Background: an optimization exercise with open tools, aiming at small area and a short achievable clock period. Do not read the settings as production practice.
Function was not checked in any run shown here: the RTL went through the layout flow alone.
No activity file was given, so power comes from the tool's default toggle rates.

### flow/run.sh
#!/bin/bash
# synth_recipe.tcl (not shown) runs the flow's synth.tcl, then flattens the netlist and writes it again
# the make line also repeats each setting of config.mk as NAME=value (left out here)
make -C /OpenROAD-flow-scripts/flow DESIGN_CONFIG=/design/flow/config.mk WORK_HOME=/design/flow/orfs CLKGATE_MAP_FILE= SYNTH_SCRIPT=/design/flow/synth_recipe.tcl finish
### flow/design.v
`timescale 1ns / 1ps
module LabFPGA2 #(
	parameter int WIDTH = 24,
	parameter int DIVIDER = 40
)(
	input		logic					clk_i,
										rst_i,
										en_reg_i,
										sw_reg_b_i,
										slct_op_i,
										slct_byte_i,
										slct_sb_i,
	input		logic	[3:0]			cntrl_alu_i,
	input		logic	[3:0]			op_i,
	output	logic	[3:0]			flag_o,
	output	logic	[41:0]		display_o,
	output	logic	[1:0]			counter_slct_op_o,
										counter_slct_byte_o,
	output 	logic					sb_op_o
);
	logic [23:0] reg_a, reg_b, result, display;
	logic [1:0]  counter_slct_byte, counter_slct_op;
	logic        en_reg, slct_sb, sb_op, slct_byte, slct_op;
	logic        en_slct_sb, en_slct_byte;
	assign counter_slct_op_o   = counter_slct_op;
	assign counter_slct_byte_o = counter_slct_byte;
	assign sb_op_o             = sb_op;
	debounce #(.DIVIDER(DIVIDER)) db_en   (.clk_i(clk_i), .rst_i(rst_i), .btn_i(en_reg_i),    .btn_o(en_reg));
	debounce #(.DIVIDER(DIVIDER)) db_op   (.clk_i(clk_i), .rst_i(rst_i), .btn_i(slct_op_i),   .btn_o(slct_op));
	debounce #(.DIVIDER(DIVIDER)) db_byte (.clk_i(clk_i), .rst_i(rst_i), .btn_i(slct_byte_i), .btn_o(slct_byte));
	debounce #(.DIVIDER(DIVIDER)) db_sb   (.clk_i(clk_i), .rst_i(rst_i), .btn_i(slct_sb_i),   .btn_o(slct_sb));
	always_ff @(posedge clk_i) begin
		if (!rst_i) begin
			counter_slct_byte <= 2'd0;
			en_slct_sb        <= 1'b0;
		end else if (en_slct_byte) begin
			counter_slct_byte <= 2'd0;
		end else if (slct_byte) begin
			en_slct_sb        <= 1'b1;
			counter_slct_byte <= {counter_slct_byte[0], ~counter_slct_byte[1] & ~counter_slct_byte[0]};
		end else begin
			en_slct_sb        <= 1'b0;
		end
	end
	always_ff @(posedge clk_i) begin
		if (!rst_i) begin
			counter_slct_op <= 2'd0;
			en_slct_byte    <= 1'b0;
		end else begin
			en_slct_byte <= slct_op;
			if (slct_op)
				counter_slct_op <= {counter_slct_op[0], ~counter_slct_op[1] & ~counter_slct_op[0]};
		end
	end
	always_ff @(posedge clk_i) begin
		if (!rst_i)          sb_op <= 1'b0;
		else if (en_slct_sb) sb_op <= 1'b0;
		else if (slct_sb)    sb_op <= ~sb_op;
	end
	logic [5:0] nib_sel;
	always_comb begin
		nib_sel[0] = ~counter_slct_byte[1] & ~counter_slct_byte[0] & ~sb_op;
		nib_sel[1] = ~counter_slct_byte[1] & ~counter_slct_byte[0] &  sb_op;
		nib_sel[2] =  counter_slct_byte[0] & ~sb_op;
		nib_sel[3] =  counter_slct_byte[0] &  sb_op;
		nib_sel[4] =  counter_slct_byte[1] & ~sb_op;
		nib_sel[5] =  counter_slct_byte[1] &  sb_op;
	end
	wire we_a  = en_reg & ~counter_slct_op[0];
	wire we_b  = en_reg &  counter_slct_op[0];
	wire ld_br = we_b & sw_reg_b_i;
	always_ff @(posedge clk_i) begin
		if (!rst_i) begin
			reg_a <= 24'd0;
			reg_b <= 24'd0;
		end else begin
			for (int n = 0; n < 6; n++) begin
				if (we_a & nib_sel[n]) reg_a[4*n +: 4] <= op_i;
				if (ld_br)                       reg_b[4*n +: 4] <= result[4*n +: 4];
				else if (we_b & nib_sel[n])      reg_b[4*n +: 4] <= op_i;
			end
		end
	end
	ALU_DUT ALU (
		.cntrl_alu_i(cntrl_alu_i),
		.reg_a_i(reg_a),
		.reg_b_i(reg_b),
		.flag_o(flag_o),
		.result_o(result)
	);
	always_comb begin
		case (counter_slct_op[1:0])
			2'b00:   display = reg_a;
			2'b01:   display = reg_b;
			default: display = result;
		endcase
	end
	genvar i;
	generate
		for (i = 0; i < 6; i++) begin : gen_seg
			seg7_digit decoder (
				.digit_i   (display[i*4 +: 4]),
				.segments_o(display_o[i*7 +: 7])
			);
		end
	endgenerate
endmodule
module ALU_DUT (
	input		logic	[3:0]			cntrl_alu_i,
	input		logic	[23:0]		reg_a_i,
										reg_b_i,
	output	logic	[3:0]			flag_o,
	output	logic	[23:0]		result_o
);
	logic [24:0] r;
	logic [24:0] add, sub, inc, dec, shl, shr;
	logic [23:0] a, b;
	assign a = reg_a_i;
	assign b = reg_b_i;
	assign add = {1'b0, a} + {1'b0, b};
	assign sub = {1'b0, a} - {1'b0, b};
	assign inc = {1'b0, a} + 25'd1;
	assign dec = {1'b0, a} - 25'd1;
	wire big = |b[23:5];
	assign shl = big ? 25'd0 : ({1'b0, a} << b[4:0]);
	assign shr = big ? 25'd0 : ({1'b0, a} >> b[4:0]);
	always_comb begin
		case (cntrl_alu_i)
			4'd0:  r = add;
			4'd1:  r = sub;
			4'd2:  r = inc;
			4'd3:  r = dec;
			4'd4:  r = {1'b0, a & b};
			4'd5:  r = {24'd0, (|a) | (|b)};
			4'd6:  r = {1'b0, a};
			4'd7:  r = {1'b1, ~b};
			4'd8:  r = {1'b1, ~(a & b)};
			4'd9:  r = {1'b0, a ^ b};
			4'd10: r = {1'b0, a ^ b};
			4'd11: r = shl;
			4'd12: r = shr;
			4'd13: r = {24'd0, sub[24]};
			4'd14: r = {24'd0, ~sub[24]};
			default: r = 25'd0;
		endcase
	end
	assign flag_o[0] = (r == 25'd0);
	assign flag_o[1] = r[23];
	assign flag_o[2] = r[24];
	assign flag_o[3] = r[24];
	assign result_o  = r[23:0];
endmodule
module seg7_digit (
	input  logic [3:0] digit_i,
	output logic [6:0] segments_o
);
	always_comb begin
		case (digit_i)
			4'h0: segments_o = 7'b100_0000;
			4'h1: segments_o = 7'b111_1001;
			4'h2: segments_o = 7'b010_0100;
			4'h3: segments_o = 7'b011_0000;
			4'h4: segments_o = 7'b001_1001;
			4'h5: segments_o = 7'b001_0010;
			4'h6: segments_o = 7'b000_0010;
			4'h7: segments_o = 7'b111_1000;
			4'h8: segments_o = 7'b000_0000;
			4'h9: segments_o = 7'b001_1000;
			4'ha: segments_o = 7'b000_1000;
			4'hb: segments_o = 7'b000_0011;
			4'hc: segments_o = 7'b100_0110;
			4'hd: segments_o = 7'b010_0001;
			4'he: segments_o = 7'b000_0110;
			default: segments_o = 7'b000_1110;
		endcase
	end
endmodule
module debounce #(
	parameter int DIVIDER = 40
)(
	input  logic clk_i,
	             rst_i,
	             btn_i,
	output logic btn_o
);
	logic [5:0] cnt;
	wire idle = &cnt;
	always_ff @(posedge clk_i) begin
		if (!rst_i)               cnt <= 6'h3f;
		else if (!idle)           cnt <= cnt - 6'd1;
		else if (!btn_i)          cnt <= 6'(DIVIDER - 1);
	end
	assign btn_o = (cnt == 6'(DIVIDER - 1));
endmodule
### flow/constraint.sdc
create_clock -name core_clock -period 12.0 [get_ports {clk_i}]
set_input_delay 2.4000 -clock core_clock [delete_from_list [all_inputs] [get_ports {clk_i}]]
set_output_delay 2.4000 -clock core_clock [all_outputs]
set_load 0.01 [all_outputs]
### flow/config.mk
export PLATFORM = sky130hd
export DESIGN_NAME = LabFPGA2
export DESIGN_NICKNAME = LabFPGA2
export VERILOG_FILES = /design/flow/design.v
export SDC_FILE = /design/flow/constraint.sdc
export NUM_CORES = 4
export LEC_CHECK = 0
export CAP_MARGIN = 20
export CORE_MARGIN = 2
export CORE_UTILIZATION = 40
export SLEW_MARGIN = 20
==> summary.txt, run 1 <==
Status -> no timing/DRC/antenna violations
Synth area leaders -> dfxtp_1 (12%), ha_1 (10%), mux4_2 (7.7%)
Most frequent cells in the layout -> nand2_1 (197), a21oi_1 (157), nor2_1 (154)
Synth top area share -> 11.7%
Gate count of the mapped netlist -> 1,871
Share of layout cells above drive strength 1 -> 8.38%
CP required -> 9.60 ns
Commonest non-fill, non-tap cell in the layout -> nand2_1
Initial Utilization -> 40.5%
Die area -> 0.0352 sq mm
Max_slew headroom -> 24.8%
Max clock buf depth -> 2
Syn Area/Cell -> 7.22 sq um
Largest family of logic cells by synthesized area -> compound AO/OA/AOI/OAI gates
TritonCTS clock tree -> yes
Leading area contributor after synthesis -> dfxtp_1
Setup-failing EPs final -> 0
Multiplexer share of the synthesized area -> 16.2%
Post-CTS setup buffer count -> 0
Tot Pwr -> 1080 uW
Ports -> 66
Core ar. -> 0.0334 sq mm
Vias in the first global route -> 14,160
Setup CP Type -> input port to output port
Count of cell types in the netlist -> 94
Total Routing Usage GR -> 32.9%
Critical Path Source Type -> input port
RSZ-0062 raised after global routing -> false
Placed Instances -> 2,270
Clk slew on worst S/H paths -> 0.06 ns
WL final -> 60,100 microns
Initial antenna violation count -> 1
Tcrit/Tclk final -> 92.4%
Post-synth top flop -> dfxtp_1
Setup TNS -> 0 ns
CTS Hold Bufs -> 0
Crit path time final -> 11.08 ns
Clock Latency Late Sink -> 0.34 ns
Antenna cells -> 0
Via density -> 6.71
Data arrival time of the critical path -> 8.68 ns
H-tree Lvls -> 3
1st-pass router iterations -> 6
Slew Viols, Final -> 0
GRT overflow -> 0
Final hold viol count -> 0
DP Area -> 0.0144 sq mm
Post-detail-place hpwl -> 45,000 microns
Max-cap viol count -> 0
Die Height -> 188 microns
Syn nets -> 1,997
Worst vdd ir -> 0.107 mV
Finished Cell Area -> 0.0148 sq mm
Compound-Gate Fraction of Synth Area -> 27.7%
Post-CTS sizing -> 0
Clock Sinks -> 79
CTS buffer count -> 9
Hold Slack -> 0.425 ns
Worst Setup End Kind -> output port
Fillers -> 3,501
Area share of fa/ha/maj cells after synthesis -> 10.4%
Max FO, Critical Path -> 26
Pwr dens -> 73.2 mW/mm^2
Seq cells post-synth -> 79
Placer Congestion -> 1.04
Site Rows -> 67
Clk_skew -> 0.0104 ns
Post-synthesis simple-gate area fraction -> 23.6%
Vias -> 15,350
Largest net degree at the start of global routing -> 56
Initial DRC Count -> 1,938
Synth Area in XOR/XNOR -> 3.24%
Hold WC Path Type -> flop to flop
Die X -> 188 microns
Register area share after synthesis -> 11.7%
DRT antenna net count -> 0
DRC -> 0
# nets final -> 1,959
Worst Tran Pin Value -> 1.12 ns
EDFF count, synth -> 0
P_leak -> 0.00581 uW
Max Freq -> 0.0902 GHz
Yosys warning total -> 4
WL/cell -> 26.3 microns
Fin cells -> 2,286
Post-synthesis async set-or-reset flop share -> 0%
First-pass GRT wire length -> 89,100 microns
Port bufs -> 65
Synthesis-to-layout area growth -> 9.40%
Root buffer cell -> clkbuf_16
Syn Std Cell Area -> 0.0135 sq mm
## final timing paths
path	slack (ns)	to	cells after the start	from
worst min register to register	0.42	sb_op	1	en_slct_sb
worst max register to register	6.42	reg_b[15]	17	reg_b[0]
worst min-delay path	0.42	sb_op	1	en_slct_sb
worst max-delay path	0.92	flag_o[0]	17	cntrl_alu_i[2]
## cell families after synthesis
kind of cell | after synthesis
adder cells (fa/ha/maj) | 111
buffers and inverters | 239
AND/OR/NAND/NOR | 662
flip-flops | 79
AO/OA/AOI/OAI | 570
multiplexers | 160
XOR/XNOR | 50
## routing by layer
layer | up-vias | GRT usage, % | wire [microns]
li1 | 6889 | - | -
met1 | 7427 | 46.3 | 25200
met2 | 888 | 49.8 | 25500
met3 | 146 | 5.32 | 6550
met4 | 0 | 13.8 | 2830
met5 | - | 0 | 0
## flip-flops by register name, indices dropped and copies added, names as in the netlist
signal	cells
reg_a	24
reg_b	24
db_byte.cnt	6
db_en.cnt	6
db_op.cnt	6
db_sb.cnt	6
counter_slct_byte	2
counter_slct_op	2
en_slct_byte	1
en_slct_sb	1
sb_op	1
## cells in the mapped netlist (10+ instances only)
library cell  number
nand2_1          197
a21oi_1          157
nor2_1           154
clkbuf_1         113
o21ai_0          113
ha_1             109
mux2i_1          101
dfxtp_1           79
inv_1             78
nand3_1           76
nor3_1            53
mux4_2            46
xnor2_1           34
a211oi_1          33
o22ai_1           32
nand4_1           28
buf_2             27
nor2b_1           25
o211ai_1          22
or3_1             21
and3_1            19
a311oi_1          18
a31oi_1           18
nor4_1            18
o21ai_1           18
a21o_1            16
nand2b_1          16
xor2_1            16
and2_1            13
buf_1             12
mux2_2            12
a211o_1           10
a221oi_1          10
o21a_1            10
o221ai_1          10
## metrics by stage
| stage | setup slack, ns | utilization [%] |
|---|---|---|
| after global routing | 0.666 | 44.3 |
| after CTS | 1.12 | 44.2 |
| final | 0.915 | 44.3 |
| after detailed placement | 1.16 | 43.2 |
| after floorplan | 2.55 | - |
| after global placement | 1.25 | 43.2 |
## report_power, final
part / leakage (uW) / switching, uW / internal, uW / total [uW]
clock: 0.000165 / 120 / 187 / 308
sequential: 0.000643 / 40.2 / 291 / 331
combinational: 0.00500 / 276 / 166 / 442
## worst max-delay path: stages
cell and delay [ns]:
clkdlybuf4s50_1 0.46, buf_4 0.28, nor2_1 0.16, nand3_1 0.57
o21ai_0 0.34, fa_1 0.50, a21o_1 0.22, a221o_1 0.37
a31o_2 0.31, o2111ai_1 0.19, a21boi_1 0.12, o21ai_0 0.30
mux2_2 0.37, o21ai_0 0.43, nand3_1 0.40, nor4_1 0.62
clkdlybuf4s50_1 0.65
## cell type report
cell class / instances / area (sq um) / area share [%]
tap: 448 / 561 / 3.80
sequential: 79 / 1590 / 10.8
multi-input combinational: 1553 / 11000 / 74.4
clock inverter: 7 / 114 / 0.771
clock buffer: 9 / 225 / 1.52
inverter: 81 / 304 / 2.06
timing repair buffer: 109 / 981 / 6.64
==> run 2, diff against run 1 <==
--- a/flow/design.v
+++ b/flow/design.v
@@ -115,6 +115,7 @@
 	logic [24:0] r;
 	logic [24:0] add, sub, inc, dec, shl, shr;
 	logic [23:0] a, b;
+	logic [15:0] s;
 	assign a = reg_a_i;
 	assign b = reg_b_i;
 	assign add = {1'b0, a} + {1'b0, b};
@@ -124,26 +125,21 @@
 	wire big = |b[23:5];
 	assign shl = big ? 25'd0 : ({1'b0, a} << b[4:0]);
 	assign shr = big ? 25'd0 : ({1'b0, a} >> b[4:0]);
-	always_comb begin
-		case (cntrl_alu_i)
-			4'd0:  r = add;
-			4'd1:  r = sub;
-			4'd2:  r = inc;
-			4'd3:  r = dec;
-			4'd4:  r = {1'b0, a & b};
-			4'd5:  r = {24'd0, (|a) | (|b)};
-			4'd6:  r = {1'b0, a};
-			4'd7:  r = {1'b1, ~b};
-			4'd8:  r = {1'b1, ~(a & b)};
-			4'd9:  r = {1'b0, a ^ b};
-			4'd10: r = {1'b0, a ^ b};
-			4'd11: r = shl;
-			4'd12: r = shr;
-			4'd13: r = {24'd0, sub[24]};
-			4'd14: r = {24'd0, ~sub[24]};
-			default: r = 25'd0;
-		endcase
-	end
+	always_comb for (int k = 0; k < 16; k++) s[k] = (cntrl_alu_i == k);
+	assign r = ({25{s[0]}} & add)
+	         | ({25{s[1]}} & sub)
+	         | ({25{s[2]}} & inc)
+	         | ({25{s[3]}} & dec)
+	         | ({25{s[4]}} & {1'b0, a & b})
+	         | {24'd0, s[5] & ((|a) | (|b))}
+	         | ({25{s[6]}} & {1'b0, a})
+	         | ({25{s[7]}} & {1'b1, ~b})
+	         | ({25{s[8]}} & {1'b1, ~(a & b)})
+	         | ({25{s[9] | s[10]}} & {1'b0, a ^ b})
+	         | ({25{s[11]}} & shl)
+	         | ({25{s[12]}} & shr)
+	         | {24'd0, s[13] & sub[24]}
+	         | {24'd0, s[14] & ~sub[24]};
 	assign flag_o[0] = (r == 25'd0);
 	assign flag_o[1] = r[23];
 	assign flag_o[2] = r[24];
==> run 2 against run 1 <==
  * Still clean
  * Critical path type unchanged
  * Cell area up 0.24%
  * First-iteration DRC count fell by 2.4%
  * Count of clock-buffer cells in the layout up 1
  * Die area increased by 0.56%
  * Area after synthesis up 0.57%
  * Sequential power fell by 3%
==> summary.txt, run 2 <==
Fin cells -> 2,326 (was 2,286)
Multi-input logic area -> 0.0110 sq mm (about the same)
Tot Pwr -> 921 uW (was 1080 uW)
Synth top area share -> 11.6% (was 11.7%)
CP required -> 9.60 ns (about the same)
Reg2reg path depth -> 13 (was 17)
P_leak -> 0.00559 uW (was 0.00581 uW)
Clk_skew -> 0.00950 ns (was 0.0104 ns)
Max clock buf depth -> 2 (unchanged)
Gate count of the mapped netlist -> 1,911 (was 1,871)
Syn Area/Cell -> 7.11 sq um (was 7.22 sq um)
Final hold viol count -> 0 (unchanged)
Worst vdd ir -> 0.0963 mV (was 0.107 mV)
Core ar. -> 0.0334 sq mm (about the same)
Pwr dens -> 62.2 mW/mm^2 (was 73.2 mW/mm^2)
Synthesis-to-layout area growth -> 9.03% (was 9.40%)
CTS buffer count -> 9 (unchanged)
RR Endpoint -> reg_b[21] (was reg_b[15])
Initial antenna violation count -> 2 (was 1)
Max FO, Critical Path -> 26 (unchanged)
Share of layout cells above drive strength 1 -> 9.54% (was 8.38%)
Most common library cells after synthesis -> nand2_1 (185), nor2_1 (174), a21oi_1 (150) (was nand2_1 (197), a21oi_1 (157), nor2_1 (154))
Top flop regs -> reg_a: 24 flops, reg_b: 24 flops (unchanged)
Syn nets -> 2,016 (was 1,997)
Sequential Area -> 0.00159 sq mm (about the same)
Placed Instances -> 2,309 (was 2,270)
Via density -> 6.69 (was 6.71)
Yosys warning total -> 4 (unchanged)
Clock Latency Late Sink -> 0.34 ns (about the same)
Max-cap viol count -> 0 (unchanged)
1st-pass router iterations -> 5 (was 6)
Worst Setup End Kind -> output port (unchanged)
Hold WC Path Type -> flop to flop (unchanged)
Syn Std Cell Area -> 0.0136 sq mm (was 0.0135 sq mm)
Setup TNS -> 0 ns (unchanged)
Die Height -> 188 microns (about the same)
DRT antenna net count -> 0 (unchanged)
Site Rows -> 67 (unchanged)
GRT overflow -> 0 (unchanged)
Die area -> 0.0354 sq mm (was 0.0352 sq mm)
RSZ-0062 raised after global routing -> false (unchanged)
Utilization after layout -> 44.3% (about the same)
TritonCTS clock tree -> yes (unchanged)
Hold path start -> en_slct_sb (unchanged)
Die X -> 188 microns (about the same)
Seq cells post-synth -> 79 (unchanged)
Most frequent cells in the layout -> nand2_1 (185), nor2_1 (174), a21oi_1 (149) (was nand2_1 (197), a21oi_1 (157), nor2_1 (154))
Port bufs -> 65 (unchanged)
Status -> no timing/DRC/antenna violations (unchanged)
Vias in the first global route -> 14,503 (was 14,160)
WHS Endpoint -> sb_op (unchanged)
WL/cell -> 25.3 microns (was 26.3 microns)
Root buffer cell -> clkbuf_16 (unchanged)
Tcrit/Tclk final -> 88.5% (was 92.4%)
First-pass GRT wire length -> 89,500 microns (was 89,100 microns)
Max Freq -> 0.0942 GHz (was 0.0902 GHz)
# nets final -> 1,977 (was 1,959)
Initial DRC Count -> 1,892 (was 1,938)
Total Routing Usage GR -> 32.4% (was 32.9%)
DP Area -> 0.0145 sq mm (was 0.0144 sq mm)
Post-CTS sizing -> 0 (unchanged)
Post-detail-place hpwl -> 43,500 microns (was 45,000 microns)
Data arrival time of the critical path -> 8.22 ns (was 8.68 ns)
Hold Crit Depth -> 1 (unchanged)
Commonest non-fill, non-tap cell in the layout -> nand2_1 (unchanged)
DRC -> 0 (unchanged)
Reg2Reg Setup Slack -> 7.00 ns (was 6.42 ns)
Largest net degree at the start of global routing -> 63 (was 56)
Post-CTS setup buffer count -> 0 (unchanged)
Slew Viols, Final -> 0 (unchanged)
Critical Path Source Type -> input port (unchanged)
CTS Hold Bufs -> 0 (unchanged)
Post-synth top flop -> dfxtp_1 (unchanged)
Clk slew on worst S/H paths -> 0.06 ns (about the same)
Count of cell types in the netlist -> 87 (was 94)
Post-synthesis async set-or-reset flop share -> 0% (unchanged)
WL final -> 58,900 microns (was 60,100 microns)
H-tree Lvls -> 3 (unchanged)
Setup CP Type -> input port to output port (unchanged)
Vias -> 15,556 (was 15,350)
Placer Congestion -> 1.03 (was 1.04)
Reg-to-Reg Start -> reg_b[3] (was reg_b[0])
Initial Utilization -> 40.6% (was 40.5%)
Fillers -> 3,370 (was 3,501)
Ports -> 66 (unchanged)
Synth area leaders -> dfxtp_1 (12%), ha_1 (8.1%), mux4_2 (7.1%) (was dfxtp_1 (12%), ha_1 (10%), mux4_2 (7.7%))
Finished Cell Area -> 0.0148 sq mm (about the same)
Most common cell in the netlist -> nand2_1 (unchanged)
Worst Tran Pin Value -> 1.05 ns (was 1.12 ns)
Crit path time final -> 10.62 ns (was 11.08 ns)
Leading area contributor after synthesis -> dfxtp_1 (unchanged)
Clock Sinks -> 79 (unchanged)
CP max stage delay -> 1.09 ns (was 0.65 ns)
Setup-failing EPs final -> 0 (unchanged)
CP cell instances -> clkdlybuf4s50_1 > nor2b_1 > nand2b_1 > o211ai_1 > a221o_1 > a221o_1 > a211oi_1 > and4_1 > nand4_1 > or4_1 > nor2_1 > clkdlybuf4s50_1 (was clkdlybuf4s50_1 > buf_4 > nor2_1 > nand3_1 > o21ai_0 > fa_1 > a21o_1 > a221o_1 > a31o_2 > o2111ai_1 > a21boi_1 > o21ai_0 > mux2_2 > o21ai_0 > nand3_1 > nor4_1 > clkdlybuf4s50_1)
EDFF count, synth -> 0 (unchanged)
Max_slew headroom -> 29.5% (was 24.8%)
Slowest-stage cell, CP -> clkdlybuf4s50_1 (unchanged)
Register area share after synthesis -> 11.6% (was 11.7%)
-- run 2: changes by cell type after synthesis, sizes merged, moves of 9 or more --
cell   delta
ha       -21
mux2i    -24
nor2b    +11
nand2    -12
mux2     +11
nor2     +20
o21ai     -9
or4      +10
-- run 2: power breakdown --
part	switching, uW	leakage, uW	internal, uW	total [uW]
registers	32.8	0.000643	290	322
clock network	120	0.000134	149	269
logic	204	0.00481	126	330
total	357	0.00559	565	921
-- run 2: worst max-delay path, delay by kind of cell --
kind | cells | cell delay, ns
simple gates | 6 | 2.29
compound gates | 4 | 1.87
buf+inv | 2 | 1.65
-- run 2: cells by family (layout without fill, tap and decap cells) --
| kind of cell | Yosys count | after routing | synth area share (%) |
|---|---|---|---|
| adders and majority gates | 90 | 90 | 8.40 |
| DFF | 79 | 79 | 11.6 |
| buffers and inverters | 259 | 225 | 7.72 |
| and+or+nand+nor | 713 | 713 | 26.1 |
| other | 0 | 1 | 0 |
| AOI/OAI and AO/OA | 584 | 584 | 28.7 |
| xor gates and xnor gates | 42 | 42 | 2.71 |
| muxes | 144 | 144 | 14.8 |
-- run 2: metal layers --
metal  global-route usage (%)  share of wire [%]  up-vias
li1                         -                  -     7063
met1                     44.6                 42     7398
met2                     49.7                 43      920
met3                     5.14                9.4      175
met4                     14.8                5.0        0
met5                        0                  0        -
-- run 2: worst max-delay path by stage --
stage / from / endpoint / slack [ns] / cells past startpoint
after global placement: cntrl_alu_i[2] / flag_o[0] / 1.68 / 12
after global routing: cntrl_alu_i[0] / display_o[3] / 1.35 / 15
final: cntrl_alu_i[2] / flag_o[0] / 1.38 / 12
after floorplan: cntrl_alu_i[2] / display_o[3] / 3.89 / 17
after detailed placement: cntrl_alu_i[2] / flag_o[0] / 1.64 / 12
after CTS: cntrl_alu_i[2] / flag_o[0] / 1.62 / 12
-- run 2: layout make-up --
type                            count  area share [%]
Multi-Input combinational cell   1573            74.1
Sequential cell                    79            10.7
Timing Repair Buffer              119            7.13
Tap cell                          448            3.79
Inverter                           90            2.28
Clock buffer                       10            1.61
Clock inverter                      6           0.347
Antenna cell                        1          0.0169
-- run 2: per-stage QoR --
stage	setup slack [ns]	hold slack [ns]
after floorplan	3.89	0.402
after CTS	1.62	0.431
final	1.38	0.430
after global routing	1.35	0.473
after global placement	1.68	0.410
after detailed placement	1.64	0.427
==> run 3, diff against run 2 <==
--- a/flow/config.mk
+++ b/flow/config.mk
@@ -8,4 +8,5 @@
 export CAP_MARGIN = 20
 export CORE_MARGIN = 2
 export CORE_UTILIZATION = 40
+export SETUP_SLACK_MARGIN = 3
 export SLEW_MARGIN = 20
==> run 3 against run 2 <==
  * Still clean
  * Non-clock buffer count grew 16
  * Final cell count rose by 0.73%
  * Sequential cell count did not move
  * Power up 1.2%
  * Count of clock-buffer cells in the layout is the same
  * Sequential share of layout area is 0.25 points lower
  * First-iteration DRC count rose by 6.9%
  * Worst setup slack better by 1.7 ns
  * Highest routed layer unchanged
==> summary.txt, run 3 <==
Status -> no timing/DRC/antenna violations (unchanged)
EDFF count, synth -> 0 (unchanged)
Register area share after synthesis -> 11.6% (unchanged)
Site Rows -> 67 (unchanged)
Syn Std Cell Area -> 0.0136 sq mm (unchanged)
Initial antenna violation count -> 1 (was 2)
Multi-input logic area -> 0.0112 sq mm (was 0.0110 sq mm)
First-pass GRT wire length -> 89,700 microns (was 89,500 microns)
Crit path time final -> 8.95 ns (was 10.62 ns)
TritonCTS clock tree -> yes (unchanged)
Setup TNS -> 0 ns (unchanged)
Post-detail-place hpwl -> 43,500 microns (unchanged)
Worst Tran Pin Value -> 1.03 ns (was 1.05 ns)
Setup CP Type -> input port to output port (unchanged)
Synth top area share -> 11.6% (unchanged)
Max clock buf depth -> 2 (unchanged)
Commonest non-fill, non-tap cell in the layout -> nand2_1 (unchanged)
Worst Setup End Kind -> output port (unchanged)
Setup-failing EPs final -> 0 (unchanged)
Syn Area/Cell -> 7.11 sq um (unchanged)
Initial Utilization -> 40.6% (unchanged)
Leading area contributor after synthesis -> dfxtp_1 (unchanged)
Clock Latency Late Sink -> 0.34 ns (about the same)
Share of layout cells above drive strength 1 -> 12.1% (was 9.54%)
Seq cells post-synth -> 79 (unchanged)
DRC -> 0 (unchanged)
Critical Path Source Type -> input port (unchanged)
Ports -> 66 (unchanged)
Core ar. -> 0.0334 sq mm (unchanged)
Final hold viol count -> 0 (unchanged)
Worst vdd ir -> 0.0964 mV (was 0.0963 mV)
Tcrit/Tclk final -> 74.6% (was 88.5%)
Vias -> 15,728 (was 15,556)
CP required -> 9.60 ns (about the same)
Root buffer cell -> clkbuf_16 (unchanged)
RSZ-0062 raised after global routing -> true (was false)
Post-synth top flop -> dfxtp_1 (unchanged)
Synthesis-to-layout area growth -> 11.6% (was 9.03%)
WL/cell -> 25.3 microns (about the same)
Tot Pwr -> 932 uW (was 921 uW)
Reg2Reg Setup Slack -> 7.02 ns (was 7.00 ns)
Max-cap viol count -> 0 (unchanged)
Sequential Area -> 0.00159 sq mm (unchanged)
# nets final -> 1,994 (was 1,977)
Hold path start -> en_slct_sb (unchanged)
Total Routing Usage GR -> 32.5% (was 32.4%)
WL final -> 59,300 microns (was 58,900 microns)
GRT overflow -> 0 (unchanged)
Initial DRC Count -> 2,023 (was 1,892)
Gate count of the mapped netlist -> 1,911 (unchanged)
Clock Sinks -> 79 (unchanged)
Data arrival time of the critical path -> 6.55 ns (was 8.22 ns)
Hold Crit Depth -> 1 (unchanged)
Max Freq -> 0.112 GHz (was 0.0942 GHz)
Slew Viols, Final -> 0 (unchanged)
Top flop regs -> reg_a: 24 flops, reg_b: 24 flops (unchanged)
Synth area leaders -> dfxtp_1 (12%), ha_1 (8.1%), mux4_2 (7.1%) (unchanged)
Fillers -> 3,367 (was 3,370)
H-tree Lvls -> 3 (unchanged)
Pwr dens -> 61.5 mW/mm^2 (was 62.2 mW/mm^2)
Clk_skew -> 0.00946 ns (was 0.00950 ns)
Count of cell types in the netlist -> 87 (unchanged)
RR Endpoint -> reg_b[23] (was reg_b[21])
Reg-to-Reg Start -> reg_b[3] (unchanged)
DRT antenna net count -> 0 (unchanged)
P_leak -> 0.00574 uW (was 0.00559 uW)
WHS Endpoint -> sb_op (unchanged)
Vias in the first global route -> 14,545 (was 14,503)
1st-pass router iterations -> 6 (was 5)
Die Height -> 188 microns (unchanged)
Post-synthesis async set-or-reset flop share -> 0% (unchanged)
Port bufs -> 65 (unchanged)
Largest net degree at the start of global routing -> 63 (unchanged)
Die area -> 0.0354 sq mm (unchanged)
Most common cell in the netlist -> nand2_1 (unchanged)
Most common library cells after synthesis -> nand2_1 (185), nor2_1 (174), a21oi_1 (150) (unchanged)
Die X -> 188 microns (unchanged)
Placer Congestion -> 1.03 (unchanged)
Via density -> 6.71 (was 6.69)
CTS Hold Bufs -> 0 (unchanged)
Max_slew headroom -> 30.8% (was 29.5%)
Hold WC Path Type -> flop to flop (unchanged)
Yosys warning total -> 4 (unchanged)
Reg2reg path depth -> 13 (unchanged)
Max FO, Critical Path -> 35 (was 26)
Most frequent cells in the layout -> nand2_1 (185), nor2_1 (172), a21oi_1 (143) (was nand2_1 (185), nor2_1 (174), a21oi_1 (149))
CTS buffer count -> 9 (unchanged)
Clk slew on worst S/H paths -> 0.06 ns (about the same)
Syn nets -> 2,016 (unchanged)
run 3: cell counts after synthesis:
Identical to the previous run, type by type.
run 3: cell families (layout without fill, tap and decap cells):
logic type               after synthesis  count (layout)  synth area share [%]
other                                  0               1                     0
XOR/XNOR                              42              42                  2.71
AND/OR/NAND/NOR                      713             714                  26.1
AO/OA/AOI/OAI                        584             584                  28.7
adder cells (fa/ha/maj)               90              90                  8.40
flip-flops                            79              79                  11.6
multiplexers                         144             144                  14.8
buffers and inverters                259             241                  7.72
run 3: worst max-delay path: stages:
cell,delay [ns]
clkdlybuf4s50_1,0.52
buf_12,0.21
nor2b_1,0.19
a2bb2oi_1,0.23
a2bb2oi_1,0.28
o221ai_1,0.16
or3_1,0.34
or4_1,0.61
nor2_1,0.17
nand4_1,0.15
or4_1,0.54
nor2_1,0.18
clkdlybuf4s50_1,0.57
run 3: layer usage:
layer / up-vias / GRT usage (%) / routed length, microns / part of all wire, %
met5: - / 0 / 0 / 0
met4: 0 / 14.5 / 3100 / 5.2
met3: 173 / 4.66 / 5440 / 9.2
met2: 893 / 50.1 / 25600 / 43
met1: 7556 / 44.9 / 25200 / 42
li1: 7106 / - / - / -
run 3: repair_timing:
action                                  4_1_cts  5_1_grt
setup buffers                                14        2
pin swaps                                     3        6
gates cloned                                  0        1
endpoints found under the setup margin       43       29
resized for setup                            42       36
run 3: worst max path at each step:
| stage | slack [ns] | start | depth (start not counted) | to |
|---|---|---|---|---|
| after detailed placement | 1.64 | cntrl_alu_i[2] | 12 | flag_o[0] |
| after global placement | 1.68 | cntrl_alu_i[2] | 12 | flag_o[0] |
| after CTS | 2.99 | cntrl_alu_i[3] | 13 | flag_o[0] |
| final | 3.05 | cntrl_alu_i[3] | 13 | flag_o[0] |
| after global routing | 2.95 | cntrl_alu_i[3] | 14 | display_o[17] |
| after floorplan | 3.89 | cntrl_alu_i[2] | 17 | display_o[3] |
run 3: layout make-up:
cell class / instances / area share (%)
antenna: 1 / 0.0165
multi-input combinational: 1574 / 73.8
timing repair buffer: 135 / 7.83
inverter: 90 / 2.26
tap: 448 / 3.70
clock buffer: 10 / 1.58
sequential: 79 / 10.5
clock inverter: 6 / 0.338
run 3: stage by stage:
| stage | utilization [%] | hold slack [ns] | setup WS [ns] | instance area (sq um) | cells |
|---|---|---|---|---|---|
| 6_report | 45.3 | 0.432 | 3.05 | 15200 | 2343 |
| 5_1_grt | 45.3 | 0.473 | 2.95 | 15200 | 2342 |
| 3_5_place_dp | 43.4 | 0.427 | 1.64 | 14500 | 2309 |
| 2_1_floorplan | - | 0.402 | 3.89 | 13600 | 1911 |
| 4_1_cts | 44.9 | 0.431 | 2.99 | 15000 | 2339 |
| 3_3_place_gp | 43.4 | 0.410 | 1.68 | 14500 | 2309 |
run 3: power breakdown:
part	internal [uW]	total, uW	switching [uW]
clock	149	268	119
combinational	133	342	210
sequential	290	322	32.9
total	571	932	361

afterwards: timing with drivers on the ports:
The flow's constraints put no driver on any port. The routed layouts listed below were extracted and timed again, unchanged, in two steps. Step 1: set_driving_cell puts a clkbuf_16 on clk_i and a buf_2 on each other input, an assumption about the parent block. Step 2 adds t to the input delays and takes it off the output delays; t is the mean of the earliest and latest rising clock arrival at the registers after step 1. Input paths then give back, and output paths get back, about the clock's delay inside the block. Three values: ideal, step 1, step 2; two values: the first two.
run | shift t [ns] | slack for setup (ns) | worst slew at a driven data input, ns
run 1 | 0.373 | 0.915 / 0.883 / 0.883 | 0.04
run 2 | 0.368 | 1.383 / 1.358 / 1.358 | 0.06
run 3 | 0.367 | 3.047 / 3.018 / 3.018 | 0.05
After both steps every run listed still meets setup and hold. For run 1, which loses most, drivers alone change the setup slack by -0.032 ns; drivers and shift together by -0.032 ns.
